Context: an optimization exercise on an open-source flow, tuned for small area. The choices shown serve that exercise and are no tape-out recipe. The RTL was checked by simulation tests, not by an equivalence proof against the original design. The clock input has no modelled driver; a real chip could not lean on it and would need a root buffer or a full tree. Power figures rest on the tool's default switching activity, not on a simulated workload.

// TOP_MODULE
module TOP_MODULE(
    input CLK100MHZ,
    input rst,
    input SW,
    input BTNL, BTNR,
    output [7:0] AN,
    output CA,CB,CC,CD,CE,CF,CG, DP,
    output LED
    );
clock: 10.0 ns
lec_check: 0
cap_margin: 20
core_margin: 2
core_utilization: 60
place_density: 0.75
slew_margin: 20
standard.sh (not shown) runs the stock make flow with config.mk's settings and CLKGATE_MAP_FILE= SYNTH_SCRIPT=/design/flow/synth_recipe.tcl, a recipe that flattens the netlist after the stock synthesis.
==> flow/flow/run.sh <==
#!/bin/bash
# Layout flow: the standard ORFS flow (standard.sh) with
#  - combinational logic mapped by ABC for area: abc runs once with each script
#    in flow/abc/ and the smallest mapping is kept; no separate half/full-adder
#    extraction. Registers are untouched, so they keep the standard synthesis's
#    names and cells;
#  - port buffers of the smallest buffer cell;
#  - clock tree synthesis without dummy loads, with clkbuf_4 buffers; those
#    whose estimated load slews come close to the limit are upsized (cts_fix.tcl).
set -euo pipefail
W=$PWD
cat > my_synth.tcl <<EOF
# The standard flow's synthesis script (appended below), with abc run once per script in
# flow/abc/ and the smallest mapping kept.
proc abc {args} {
  set i [lsearch -exact \$args -script]
  set lib [lindex \$::env(LIB_FILES) 0]
  yosys design -save pre_abc
  set best ""
  foreach s [lsort [glob $W/flow/abc/*.abc]] {
    yosys design -load pre_abc
    yosys abc {*}[lreplace \$args [expr {\$i+1}] [expr {\$i+1}] \$s]
    set st [yosys tee -q -s result.string stat -liberty \$lib]
    regexp {Chip area for module[^:]*: ([0-9.]+)} \$st -> area
    puts "abc script [file tail \$s]: area \$area"
    if {\$best eq "" || \$area < \$best} {
      set best \$area
      set best_s \$s
      yosys design -save best_abc
    }
  }
  yosys design -load best_abc
  puts "abc: kept [file tail \$best_s] (area \$best)"
}
EOF
cat synth_recipe.tcl >> my_synth.tcl
bash standard.sh SYNTH_SCRIPT=$W/my_synth.tcl ADDER_MAP_FILE= \
  BUFFER_PORTS_ARGS="-buffer_cell sky130_fd_sc_hd__buf_1" \
  CTS_ARGS="-sink_clustering_enable -repair_clock_nets -dont_use_dummy_load -buf_list sky130_fd_sc_hd__clkbuf_4 -sink_clustering_size 40 -sink_clustering_max_diameter 200" \
  POST_CTS_TCL=$W/flow/cts_fix.tcl \
  finish > standard.log 2>&1
==> flow/flow/cts_fix.tcl <==
set db [ord::get_db]
proc clk_buf_slew {inst} {
  set m 0
  foreach net [get_nets -of_objects [get_pins -of_objects $inst -filter "direction == output"]] {
    foreach p [get_pins -of_objects $net -filter "direction == input"] {
      set s [get_property $p slew_max]
      if {$s > $m} { set m $s }
    }
  }
  return $m
}
estimate_parasitics -placement
set changed 0
foreach inst [get_cells clkbuf*] {
  set ref [get_property $inst ref_name]
  set s [clk_buf_slew $inst]
  puts "cts_fix: [get_property $inst name] $ref load slew [format %.1f [expr {$s * 1000}]] ps"
  set limit [expr {[string match "clkbuf_0_*" [get_property $inst name]] ? 0.150 : 0.105}]
  if {$s > $limit && $ref eq "sky130_fd_sc_hd__clkbuf_4"} {
    [[ord::get_db_block] findInst [get_property $inst name]] swapMaster [$db findMaster sky130_fd_sc_hd__clkbuf_8]
    puts "cts_fix: [get_property $inst name] -> sky130_fd_sc_hd__clkbuf_8"
    incr changed
  }
}
if {$changed} {
  detailed_placement
  check_placement -verbose
  estimate_parasitics -placement
  foreach inst [get_cells clkbuf*] {
    puts "cts_fix: after: [get_property $inst name] [get_property $inst ref_name] load slew [format %.1f [expr {[clk_buf_slew $inst] * 1000}]] ps"
  }
}
Other scripts of this flow, unchanged in this note and not shown: flow/flow/abc/c7.abc, flow/flow/abc/d2.abc, flow/flow/abc/d6.abc, flow/flow/abc/e2.abc, flow/flow/abc/f2.abc, flow/flow/abc/g1.abc, flow/flow/abc/g3.abc, flow/flow/abc/g5.abc, flow/flow/abc/g6.abc
Rerun with:
--- a/flow/flow/run.sh
+++ b/flow/flow/run.sh
@@ -38,4 +38,4 @@
   BUFFER_PORTS_ARGS="-buffer_cell sky130_fd_sc_hd__buf_1" \
   CTS_ARGS="-sink_clustering_enable -repair_clock_nets -dont_use_dummy_load -buf_list sky130_fd_sc_hd__clkbuf_4 -sink_clustering_size 40 -sink_clustering_max_diameter 200" \
-  POST_CTS_TCL=$W/flow/cts_fix.tcl \
+  POST_CTS_TCL=$W/flow/merge4.tcl \
   finish > standard.log 2>&1
--- a/flow/flow/cts_fix.tcl
+++ b/flow/flow/cts_fix.tcl
@@ -16,6 +16,11 @@
   set s [clk_buf_slew $inst]
   puts "cts_fix: [get_property $inst name] $ref load slew [format %.1f [expr {$s * 1000}]] ps"
-  set limit [expr {[string match "clkbuf_0_*" [get_property $inst name]] ? 0.150 : 0.105}]
-  if {$s > $limit && $ref eq "sky130_fd_sc_hd__clkbuf_4"} {
+  set root [string match "clkbuf_0_*" [get_property $inst name]]
+  if {$root && $ref eq "sky130_fd_sc_hd__clkbuf_4"} {
+    [[ord::get_db_block] findInst [get_property $inst name]] swapMaster [$db findMaster sky130_fd_sc_hd__clkbuf_2]
+    puts "cts_fix: [get_property $inst name] -> sky130_fd_sc_hd__clkbuf_2"
+    incr changed
+  }
+  if {!$root && $s > 0.115 && $ref eq "sky130_fd_sc_hd__clkbuf_4"} {
     [[ord::get_db_block] findInst [get_property $inst name]] swapMaster [$db findMaster sky130_fd_sc_hd__clkbuf_8]
     puts "cts_fix: [get_property $inst name] -> sky130_fd_sc_hd__clkbuf_8"
==> flow/flow/merge4.tcl (new file) <==
# Rebuild the clock tree as four buffers fed straight from the clock port:
# CTS's eight leaf buffers are merged in sibling pairs (clkbuf_3_{2k} and
# clkbuf_3_{2k+1}), the merged buffer is placed at the middle of its pair and
# made a clkbuf_8, and the root buffer is removed.
set db [ord::get_db]
set block [ord::get_db_block]
set clk_net [$block findNet CLK100MHZ]
proc out_net {inst} { foreach it [$inst getITerms] { if {[$it isOutputSignal]} { return [$it getNet] } } }
proc in_iterm {inst} { foreach it [$inst getITerms] { if {[$it isInputSignal]} { return $it } } }
set root ""
foreach it [$clk_net getITerms] {
  if {[string match "clkbuf_0_*" [[$it getInst] getName]]} { set root [$it getInst] }
}
if {$root eq ""} { error "merge4: no root buffer" }
set root_net [out_net $root]
set leaves {}
foreach it [$root_net getITerms] { if {[$it getInst] != $root} { lappend leaves [$it getInst] } }
if {[llength $leaves] != 8} { error "merge4: expected 8 leaf buffers, found [llength $leaves]" }
set leaves [lsort -command {apply {{a b} {string compare [$a getName] [$b getName]}}} $leaves]
foreach {a b} $leaves {
  set na [out_net $a]; set nb [out_net $b]
  foreach it [$nb getITerms] {
    if {[$it getInst] == $b} continue
    $it disconnect
    $it connect $na
  }
  set la [$a getLocation]; set lb [$b getLocation]
  odb::dbInst_destroy $b
  odb::dbNet_destroy $nb
  $a swapMaster [$db findMaster sky130_fd_sc_hd__clkbuf_8]
  $a setLocation [expr {([lindex $la 0] + [lindex $lb 0]) / 2}] [expr {([lindex $la 1] + [lindex $lb 1]) / 2}]
  set ia [in_iterm $a]
  $ia disconnect
  $ia connect $clk_net
  puts "merge4: [$a getName] drives [llength [$na getITerms]] pins"
}
odb::dbInst_destroy $root
odb::dbNet_destroy $root_net
detailed_placement
check_placement -verbose
estimate_parasitics -placement
The changed run ran to the end with no violations.
Power is lower by a little under a tenth.
Final area is lower slightly.
Clock power is lower by a quarter to a third.
Hold slack got worse by 0.012 ns.
Global-route usage is lower by 1.6 points.
Core utilization is lower by 0.78 points.
Setup slack improved by 0.0053 ns.
Register-to-register slack got worse by 0.07 ns.
Cell count is lower slightly.
Fmax stays flat.
Rerun with:
--- a/flow/flow/run.sh
+++ b/flow/flow/run.sh
@@ -6,6 +6,6 @@
 #    names and cells;
 #  - port buffers of the smallest buffer cell;
-#  - clock tree synthesis without dummy loads, with clkbuf_4 buffers; those
-#    whose estimated load slews come close to the limit are upsized (cts_fix.tcl).
+#  - clock tree synthesis without dummy loads, then rebuilt as four larger
+#    buffers fed straight from the clock port (merge4.tcl).
 set -euo pipefail
 W=$PWD
--- a/flow/flow/merge4.tcl
+++ b/flow/flow/merge4.tcl
@@ -40,2 +40,23 @@
 check_placement -verbose
 estimate_parasitics -placement
+set changed 0
+foreach inst [get_cells clkbuf*] {
+  set m 0
+  foreach net [get_nets -of_objects [get_pins -of_objects $inst -filter "direction == output"]] {
+    foreach p [get_pins -of_objects $net -filter "direction == input"] {
+      set s [get_property $p slew_max]
+      if {$s > $m} { set m $s }
+    }
+  }
+  puts "merge4: [get_property $inst name] [get_property $inst ref_name] load slew [format %.1f [expr {$m * 1000}]] ps"
+  if {$m > 0.112} {
+    [$block findInst [get_property $inst name]] swapMaster [$db findMaster sky130_fd_sc_hd__clkbuf_16]
+    puts "merge4: [get_property $inst name] -> sky130_fd_sc_hd__clkbuf_16"
+    incr changed
+  }
+}
+if {$changed} {
+  detailed_placement
+  check_placement -verbose
+  estimate_parasitics -placement
+}
removed: flow/flow/cts_fix.tcl
Clock skew came out lower by 0.010 ns.
Cell count stays the same.
Die area stays the same.
Synthesized cell count is unchanged.
Worst setup slack is about the same.
Global-route usage stays the same.
Cell area came out higher by 0.41%.
Rerun with:
--- a/flow/flow/run.sh
+++ b/flow/flow/run.sh
@@ -6,6 +6,6 @@
 #    names and cells;
 #  - port buffers of the smallest buffer cell;
-#  - clock tree synthesis without dummy loads, then rebuilt as four larger
-#    buffers fed straight from the clock port (merge4.tcl).
+#  - clock tree synthesis without dummy loads, with clkbuf_4 buffers; those
+#    whose estimated load slews come close to the limit are upsized (cts_fix.tcl).
 set -euo pipefail
 W=$PWD
==> flow/flow/cts_fix.tcl (new file) <==
set db [ord::get_db]
proc clk_buf_slew {inst} {
  set m 0
  foreach net [get_nets -of_objects [get_pins -of_objects $inst -filter "direction == output"]] {
    foreach p [get_pins -of_objects $net -filter "direction == input"] {
      set s [get_property $p slew_max]
      if {$s > $m} { set m $s }
    }
  }
  return $m
}
estimate_parasitics -placement
set changed 0
foreach inst [get_cells clkbuf*] {
  set ref [get_property $inst ref_name]
  set s [clk_buf_slew $inst]
  puts "cts_fix: [get_property $inst name] $ref load slew [format %.1f [expr {$s * 1000}]] ps"
  set root [string match "clkbuf_0_*" [get_property $inst name]]
  if {$root && $ref eq "sky130_fd_sc_hd__clkbuf_4"} {
    [[ord::get_db_block] findInst [get_property $inst name]] swapMaster [$db findMaster sky130_fd_sc_hd__clkbuf_2]
    puts "cts_fix: [get_property $inst name] -> sky130_fd_sc_hd__clkbuf_2"
    incr changed
  }
  if {!$root && $s > 0.115 && $ref eq "sky130_fd_sc_hd__clkbuf_4"} {
    [[ord::get_db_block] findInst [get_property $inst name]] swapMaster [$db findMaster sky130_fd_sc_hd__clkbuf_8]
    puts "cts_fix: [get_property $inst name] -> sky130_fd_sc_hd__clkbuf_8"
    incr changed
  }
}
if {$changed} {
  detailed_placement
  check_placement -verbose
  estimate_parasitics -placement
  foreach inst [get_cells clkbuf*] {
    puts "cts_fix: after: [get_property $inst name] [get_property $inst ref_name] load slew [format %.1f [expr {[clk_buf_slew $inst] * 1000}]] ps"
  }
}
The new run finished with timing, DRC and antenna clean.
Routed wire length is unchanged.
Cell count is unchanged.
Synthesized cell count is unchanged.
Via count does not change.
Power does not change.
Utilization stays the same.

-- re-timing with driven ports --
The flow's constraints put no driver on any port. The routed layouts listed below were extracted and timed again, unchanged, in two steps.
Step 1 (the two cells are an assumption about what drives the block):
set clk [get_ports {CLK100MHZ}]
set_driving_cell -lib_cell sky130_fd_sc_hd__clkbuf_16 $clk
set_driving_cell -lib_cell sky130_fd_sc_hd__buf_2 [delete_from_list [all_inputs] $clk]
Step 2 adds t to the input delays and takes it off the output delays; t is the mean of the earliest and latest rising clock arrival at the registers after step 1. Input paths then give back, and output paths get back, about the clock's delay inside the block.
Slacks: no drivers / after step 1 / after step 2; pairs: no drivers / after step 1.
run	t, ns	setup slack, ns	slew at the worst register clock pin (ns)
the first run	0.349	3.789 / 3.767 / 3.767	0.09 / 0.09
the second run	0.208	3.794 / 3.772 / 3.772	0.12 / 0.12
the third run	0.206	3.794 / 3.772 / 3.772	0.10 / 0.10
the fourth run	0.206	3.794 / 3.772 / 3.772	0.10 / 0.10
After both steps every run listed still meets setup and hold.
